Background: an optimization exercise with open tools, aiming at small area. Do not read the settings as production practice.
The RTL was checked by simulation tests, not by an equivalence proof against the original design.
Power figures rest on the tool's default switching activity, not on a simulated workload.

==> zinc <==
==> flow/design.v <==
module mojo_top(
    input clk,
    input rst_n,
    input cclk,
    output [7:0] led,
    input button,
    input uart_rx,
    output uart_tx,
    output pwmSignal_1,
    output pwmSignal_2,
    output pwmSignal_3,
    output pwmSignal_4
    );
wire rst = ~rst_n;
reg [19:0] ctr;
always @(posedge clk)
    if (rst) ctr <= 20'hF5B08;                  
    else ctr <= ctr + 1'b1;
wire blk  = (ctr[17:8] == 10'h35B);
wire tick = ~rst & ~ctr[18] & blk & (ctr[7:0] == 8'h07);   
wire [2:0] ph = ctr[2:0];
wire ph0 = (ph == 3'd0);
wire ph7 = (ph == 3'd7);
wire g8 = (ctr[7:0] == 8'd8);                   
wire mbit = ctr[4'd8 + ph];
wire pw_set = g8 & blk & ctr[19] & ctr[18];     
wire pw_clr = g8 & (ctr[19:16] == 4'd0);
localparam [12:0] CB = 13'd7782, CA = 13'd7718, CT = 13'd4245;
localparam [12:0] CM = 13'b1111100111011;
reg rx_q;
reg [3:0] rn;
reg [12:0] rctr;
reg [3:0] nib;      
reg [3:0] motor;    
wire r_idle = rn[3] & rn[1];
wire r_high = rn[3] & ~rn[1] & rn[0];
wire r_run  = ~rn[3] | ~rn[0];
wire r_term = ((rctr ^ CT) & CM) == 13'd0;
wire r_smp  = r_run & r_term;
wire r_low  = ~rn[3] & (~rn[2] | (rn[1:0] == 2'b00));        
wire r_exp  = ~rn[3] & ~(rn[1] & rn[0]);                     
always @(posedge clk) begin
    rx_q <= uart_rx;
    if (rst | (r_high & rx_q)) rn <= 4'd15;
    else if (r_smp | (r_idle & ~rx_q)) rn <= rn + 1'b1;
    if (r_idle) rctr <= CA;
    else if (r_term) rctr <= CB;
    else rctr <= {rctr[0] ^ rctr[3], rctr[12:1]};
    if (r_smp) begin
        if (r_low) nib <= {rx_q, nib[3:1]};
        else if (rx_q != r_exp) begin
            nib[3] <= 1'b1;
            nib[0] <= 1'b1;
        end
    end
    if (rst) motor <= 4'd15;
    else if (r_high) motor <= nib;
end
reg [2:0] ledc;
reg hi;
assign led = {5'b00110, ledc};
always @(posedge clk)
    if (rst) begin
        ledc <= 3'd0; hi <= 1'b1;
    end else if (tick) begin
        case (motor)
        4'd0: begin ledc <= 3'd0; hi <= 1'b0; end
        4'd1: begin ledc <= 3'd1; hi <= 1'b0; end
        4'd2: begin ledc <= 3'd2; hi <= 1'b0; end
        4'd3: begin ledc <= 3'd3; hi <= 1'b0; end
        4'd4: begin ledc <= 3'd4; hi <= 1'b0; end
        4'd5: begin ledc <= 3'd1; hi <= 1'b1; end
        4'd6: begin ledc <= 3'd2; hi <= 1'b1; end
        4'd7: begin ledc <= 3'd3; hi <= 1'b1; end
        4'd8: begin ledc <= 3'd4; hi <= 1'b1; end
        default: begin ledc <= 3'd0; hi <= 1'b1; end
        endcase
    end
wire active = |ledc;
wire dflt = hi & ~active;
wire up = ledc[0];
wire [1:0] sel = {hi, ledc[2] | (ledc[1] & ledc[0])};
wire wblk  = blk & (~ctr[18] | ctr[19]);       
wire cpass = wblk & (ctr[7:3] == 5'd3);        
wire wpass = wblk & (ctr[7:3] == 5'd4);        
reg [7:0] r1, r2, r3, r4;                      
reg limbit;
always @(*) begin
    case ({sel, up})
    3'b001: limbit = 1'b1;                     
    3'b000: limbit = (ph == 3'd0);             
    3'b011: limbit = (ph == 3'd3) | (ph == 3'd6) | (ph == 3'd7);   
    3'b010: limbit = (ph == 3'd0) | (ph == 3'd1) | (ph == 3'd5);   
    3'b101: limbit = (ph == 3'd2) | (ph == 3'd4) | (ph == 3'd5) | (ph == 3'd7);  
    3'b100: limbit = (ph == 3'd1) | (ph == 3'd2) | (ph == 3'd6);   
    3'b111: limbit = (ph == 3'd1) | (ph == 3'd2) | (ph == 3'd3) | (ph == 3'd4) | (ph == 3'd5) | (ph == 3'd7);  
    default: limbit = (ph == 3'd3) | (ph == 3'd4) | (ph == 3'd5) | (ph == 3'd6);  
    endcase
end
reg rsel;
always @(*)
    case (sel)
    2'd0: rsel = r1[0];
    2'd1: rsel = r2[0];
    2'd2: rsel = r3[0];
    default: rsel = r4[0];
    endcase
reg k;
wire cin = ph0 ? ~k : k;
always @(posedge clk)
    if (cpass) k <= (ph0 | k) & (rsel == limbit);
    else k <= cin & (rsel == up);
wire nbit = rsel ^ cin;
wire wr   = wpass & active & (~ctr[18] | ~ctr[19]);
wire dw   = wpass & dflt;
always @(posedge clk) begin
    r1 <= {dw ? ph7 : (wr & sel == 2'd0) ? nbit : r1[0], r1[7:1]};
    r2 <= {dw ? ph7 : (wr & sel == 2'd1) ? nbit : r2[0], r2[7:1]};
    r3 <= {dw ? ph7 : (wr & sel == 2'd2) ? nbit : r3[0], r3[7:1]};
    r4 <= {dw ? ph7 : (wr & sel == 2'd3) ? nbit : r4[0], r4[7:1]};
end
reg e1, e2, e3, e4;        
reg pw1, pw2, pw3, pw4;
always @(posedge clk) begin
    e1 <= (ph0 | e1) & (r1[0] == mbit);
    e2 <= (ph0 | e2) & (r2[0] == mbit);
    e3 <= (ph0 | e3) & (r3[0] == mbit);
    e4 <= (ph0 | e4) & (r4[0] == mbit);
    pw1 <= pw_set | (pw1 & ~(pw_clr & e1));
    pw2 <= pw_set | (pw2 & ~(pw_clr & e2));
    pw3 <= pw_set | (pw3 & ~(pw_clr & e3));
    pw4 <= pw_set | (pw4 & ~(pw_clr & e4));
end
assign pwmSignal_1 = pw1;
assign pwmSignal_2 = pw2;
assign pwmSignal_3 = pw3;
assign pwmSignal_4 = pw4;
reg [3:0] tn;
reg [12:0] tctr;
reg tx_q;
wire t_idle = tn[3] & tn[1];
wire t_stop = tn[3] & ~tn[1] & tn[0];
wire t_term = ((tctr ^ CT) & CM) == 13'd0;
reg t_bit;
always @(*)
    case (tn)
    4'd0, 4'd1, 4'd5, 4'd7, 4'd8: t_bit = 1'b0;
    default: t_bit = 1'b1;
    endcase
always @(posedge clk) begin
    if (rst | (t_stop & t_term)) tn <= 4'd15;
    else if (t_idle ? ~button : t_term) tn <= tn + 1'b1;
    if (t_idle | t_term) tctr <= CB;
    else tctr <= {tctr[0] ^ tctr[3], tctr[12:1]};
    if (rst) tx_q <= 1'b1;
    else tx_q <= t_bit;
end
assign uart_tx = tx_q;
endmodule
==> flow/flow/run.sh <==
#!/bin/bash
# Layout flow: the standard synthesis, then the combinational logic is
# re-mapped by Yosys/ABC for area (the flip-flops, their names and cell types
# stay exactly as the standard synthesis made them), then the standard ORFS
# steps from floorplan to finish, with clock-tree and port-buffer options.
# Each tool writes its full output to a log file of its own in this folder.
set -euo pipefail
W=$(pwd)
R=$W/orfs/results/$FLOW_PLATFORM/mojo_top/base
LIB=$FLOW_HOME/platforms/$FLOW_PLATFORM/lib/sky130_fd_sc_hd__tt_025C_1v80.lib
YOSYS=$FLOW_HOME/../tools/install/yosys/bin/yosys
[[ -x $YOSYS ]] || YOSYS=yosys

# 1. standard synthesis
bash standard.sh synth > synth.log 2>&1

# 2. re-map the combinational logic
cp "$R/1_2_yosys.v" std_synth.v
python3 flow/genmodels.py "$LIB" comb_models.v > genmodels.log 2>&1
DU=$(sed 's/^/-dont_use /' flow/dont_use.txt | tr '\n' ' ')
best=""
for s in 1 2; do
  case $s in
    1) ABC="" ;;
    2) ABC="-script +strash;&get,-n;&fraig,-x;&put;dc2;strash;&get,-n;&dch,-f;&nf,-R,1000;&put" ;;
  esac
  cat > remap_$s.ys <<EOT
read_liberty -lib $LIB
read_verilog std_synth.v
hierarchy -top $FLOW_TOP
techmap -map comb_models.v
opt_expr
opt_clean -purge
techmap
opt_expr
opt_clean -purge
abc -liberty $LIB $DU $ABC
opt_clean -purge
setundef -zero
splitnets
opt_clean -purge
hilomap -singleton -hicell sky130_fd_sc_hd__conb_1 HI -locell sky130_fd_sc_hd__conb_1 LO
insbuf -buf sky130_fd_sc_hd__buf_4 A X
check -assert -mapped
tee -o remap_$s.stat stat -liberty $LIB
write_verilog -noattr -nohex -nodec remap_$s.v
EOT
  if "$YOSYS" -s remap_$s.ys > remap_$s.log 2>&1; then
    a=$(sed -n "s/.*Chip area for module .*: \([0-9.]*\).*/\1/p" remap_$s.stat)
    echo "script $s: area $a" >> remap.txt
    if [[ -z "$best" ]] || awk "BEGIN{exit !($a < $best_a)}"; then best=$s; best_a=$a; fi
  fi
done
# keep the re-mapped netlist only if it has exactly the standard synthesis's flip-flops
ffs() { grep -oE '^\s*sky130_fd_sc_hd__(dfxtp|edfxtp|dfrtp|dfstp|dfbbp|dfrbp|dfsbp|dfxbp|sdf[a-z]*|edf[a-z]*|df[a-z]*)_[0-9]+\s+\S+' "$1" | sed -E 's/\s+/ /g; s/^ //' | sort; }
if [[ -n "$best" ]] && [[ "$(ffs std_synth.v)" == "$(ffs remap_$best.v)" ]] && [[ $(ffs std_synth.v | wc -l) -gt 0 ]]; then
  echo "using script $best" >> remap.txt
  sleep 1
  cp remap_$best.v "$R/1_2_yosys.v"
else
  echo "keeping the standard netlist" >> remap.txt
fi

# 3. floorplan to finish
bash standard.sh \
  "CTS_ARGS=-sink_clustering_enable -repair_clock_nets -dont_use_dummy_load" \
  "BUFFER_PORTS_ARGS=-buffer_cell sky130_fd_sc_hd__buf_1" \
  finish > layout.log 2>&1
==> flow/flow/dont_use.txt <==
sky130_fd_sc_hd__probe_p_8
sky130_fd_sc_hd__probec_p_8
sky130_fd_sc_hd__lpflow_bleeder_1
sky130_fd_sc_hd__lpflow_clkbufkapwr_1
sky130_fd_sc_hd__lpflow_clkbufkapwr_16
sky130_fd_sc_hd__lpflow_clkbufkapwr_2
sky130_fd_sc_hd__lpflow_clkbufkapwr_4
sky130_fd_sc_hd__lpflow_clkbufkapwr_8
sky130_fd_sc_hd__lpflow_clkinvkapwr_1
sky130_fd_sc_hd__lpflow_clkinvkapwr_16
sky130_fd_sc_hd__lpflow_clkinvkapwr_2
sky130_fd_sc_hd__lpflow_clkinvkapwr_4
sky130_fd_sc_hd__lpflow_clkinvkapwr_8
sky130_fd_sc_hd__lpflow_decapkapwr_12
sky130_fd_sc_hd__lpflow_decapkapwr_3
sky130_fd_sc_hd__lpflow_decapkapwr_4
sky130_fd_sc_hd__lpflow_decapkapwr_6
sky130_fd_sc_hd__lpflow_decapkapwr_8
sky130_fd_sc_hd__lpflow_inputiso0n_1
sky130_fd_sc_hd__lpflow_inputiso0p_1
sky130_fd_sc_hd__lpflow_inputiso1n_1
sky130_fd_sc_hd__lpflow_inputiso1p_1
sky130_fd_sc_hd__lpflow_inputisolatch_1
sky130_fd_sc_hd__lpflow_isobufsrc_1
sky130_fd_sc_hd__lpflow_isobufsrc_16
sky130_fd_sc_hd__lpflow_isobufsrc_2
sky130_fd_sc_hd__lpflow_isobufsrc_4
sky130_fd_sc_hd__lpflow_isobufsrc_8
sky130_fd_sc_hd__lpflow_isobufsrckapwr_16
sky130_fd_sc_hd__lpflow_lsbuf_lh_hl_isowell_tap_1
sky130_fd_sc_hd__lpflow_lsbuf_lh_hl_isowell_tap_2
sky130_fd_sc_hd__lpflow_lsbuf_lh_hl_isowell_tap_4
sky130_fd_sc_hd__lpflow_lsbuf_lh_isowell_4
sky130_fd_sc_hd__lpflow_lsbuf_lh_isowell_tap_1
sky130_fd_sc_hd__lpflow_lsbuf_lh_isowell_tap_2
sky130_fd_sc_hd__lpflow_lsbuf_lh_isowell_tap_4
==> flow/flow/genmodels.py <==
# Writes a Verilog model (an assign per output) of every combinational cell
# of a liberty file, for Yosys to turn mapped cells back into logic.
# usage: python3 genmodels.py LIB OUT.v
import re,sys
lib=open(sys.argv[1]).read()
# split into cells
out=[]
for m in re.finditer(r'\n\s*cell\s*\(\s*"?(sky130_fd_sc_hd__\w+)"?\s*\)\s*\{', lib):
    name=m.group(1)
    start=m.end()
    # find matching brace
    depth=1; i=start
    while depth:
        c=lib[i]
        if c=='{': depth+=1
        elif c=='}': depth-=1
        i+=1
    body=lib[start:i]
    if re.search(r'\b(ff|latch|statetable)\s*\(', body): continue
    pins=[]
    for pm in re.finditer(r'\bpin\s*\(\s*"?(\w+)"?\s*\)\s*\{', body):
        pstart=pm.end(); d=1; j=pstart
        while d:
            c=body[j]
            if c=='{': d+=1
            elif c=='}': d-=1
            j+=1
        pb=body[pstart:j]
        dirm=re.search(r'direction\s*:\s*"?(\w+)"?', pb)
        fm=re.search(r'\bfunction\s*:\s*"([^"]*)"', pb)
        pins.append((pm.group(1), dirm.group(1) if dirm else None, fm.group(1) if fm else None))
    outs=[p for p in pins if p[1]=='output']
    ins=[p for p in pins if p[1]=='input']
    if not outs or any(o[2] is None for o in outs): continue
    def conv(f):
        f=f.replace('!','~')
        # juxtaposition AND: "A B" -> "A & B"
        f=re.sub(r'(\w|\))\s+(?=[\w(~])', r'\1 & ', f)
        return f
    ports=[p[0] for p in ins]+[o[0] for o in outs]
    s=f"module {name}({', '.join(ports)});\n"
    for p in ins: s+=f"  input {p[0]};\n"
    for o in outs: s+=f"  output {o[0]};\n  assign {o[0]} = {conv(o[2])};\n"
    s+="endmodule\n"
    out.append(s)
open(sys.argv[2],'w').write("\n".join(out))
print(len(out))
==> flow/standard.sh <==
#!/bin/bash
# synth_recipe.tcl (not shown) runs the flow's synth.tcl, then flattens the netlist and writes it again
# the make line also repeats each setting of config.mk as NAME=value (left out here)
make -C /OpenROAD-flow-scripts/flow DESIGN_CONFIG=/design/flow/config.mk WORK_HOME=/design/flow/orfs CLKGATE_MAP_FILE= SYNTH_SCRIPT=/design/flow/synth_recipe.tcl "${@:-finish}"
==> flow/config.mk <==
export PLATFORM = sky130hd
export DESIGN_NAME = mojo_top
export DESIGN_NICKNAME = mojo_top
export VERILOG_FILES = /design/flow/design.v
export SDC_FILE = /design/flow/constraint.sdc
export NUM_CORES = 4
export LEC_CHECK = 0
export CAP_MARGIN = 20
export CORE_MARGIN = 2
export CORE_UTILIZATION = 65
export SLEW_MARGIN = 20
==> flow/constraint.sdc <==
create_clock -name core_clock -period 10.0 [get_ports {clk}]
set_input_delay 2.0000 -clock core_clock [delete_from_list [all_inputs] [get_ports {clk}]]
set_output_delay 2.0000 -clock core_clock [all_outputs]
set_load 0.01 [all_outputs]
==> lagoon: changes against zinc <==
==> flow/run.sh (new file) <==
#!/bin/bash
# synth_recipe.tcl (not shown) runs the flow's synth.tcl, then flattens the netlist and writes it again
# the make line also repeats each setting of config.mk as NAME=value (left out here)
make -C /OpenROAD-flow-scripts/flow DESIGN_CONFIG=/design/flow/config.mk WORK_HOME=/design/flow/orfs CLKGATE_MAP_FILE= SYNTH_SCRIPT=/design/flow/synth_recipe.tcl finish
--- a/flow/config.mk
+++ b/flow/config.mk
@@ -9,3 +9,3 @@
 export CORE_MARGIN = 2
-export CORE_UTILIZATION = 65
+export CORE_UTILIZATION = 40
 export SLEW_MARGIN = 20
removed: flow/flow/run.sh
removed: flow/flow/dont_use.txt
removed: flow/flow/genmodels.py
removed: flow/standard.sh
==> comparison table <==
Outcome: zinc timing/DRC/antenna clean; lagoon timing/DRC/antenna clean
Reg-to-reg endpoint: zinc ctr[19]$_SDFF_PN1_; lagoon ctr[16]$_SDFF_PN1_
Switching power share of the total: zinc 27.6%; lagoon 28.8%
Maximum clock skew at final layout: zinc 38.6 ps; lagoon 8.16 ps
Layout net count: zinc 411; lagoon 433
Share of power burned in the clock network: zinc 23.0%; lagoon 27.4%
Signal arrival time at the worst endpoint: zinc 1060 ps; lagoon 4050 ps
Placeable Area: zinc 5540 sq um; lagoon 10200 sq um
Routability Congestion: zinc 0.860; lagoon 0.778
Starting DRT DRC Count: zinc 174; lagoon 107
Clock network power: zinc 0.000202 W; lagoon 0.000272 W
Multi-input gates: zinc 264; lagoon 266
Avg Inst Size Synth: zinc 9.76 sq um; lagoon 10.2 sq um
Cell Area, Synth: zinc 3770 sq um; lagoon 4140 sq um
Die footprint: zinc 6420 sq um; lagoon 11200 sq um
Data required time at the worst endpoint: zinc 8000 ps; lagoon 10300 ps
Ratio of cells with drive above 1 in the final layout: zinc 2.72%; lagoon 5.95%
Area growth, synth to finish: zinc 6.08%; lagoon 9.94%

[port drivers added, routing unchanged]
Ports are ideal in the flow. The routed layouts listed here were re-timed in OpenROAD.
Step 1 assumes that a clkbuf_16 drives the clock port and a buf_2 every other input.
Step 2 moves the port delays by t, midway between the first and last clock arrival at a register: inputs arrive t later, outputs are due t later. That takes back most of the time a late clock gives input paths.
Three values: ideal ports, drivers, drivers and shift; two values: the first two.
run	t (ns)	setup WS [ns]	clock arrival spread, ns	cell pins on the clock port's net
zinc	0.372	6.938 / 6.910 / 6.800	0.039 / 0.039	1
lagoon	0.386	6.250 / 6.258 / 5.872	0.013 / 0.012	1
After both steps setup and hold are still met in every run listed. For lagoon, which loses most, drivers alone change the setup slack by +0.008 ns; drivers and shift together by -0.378 ns.
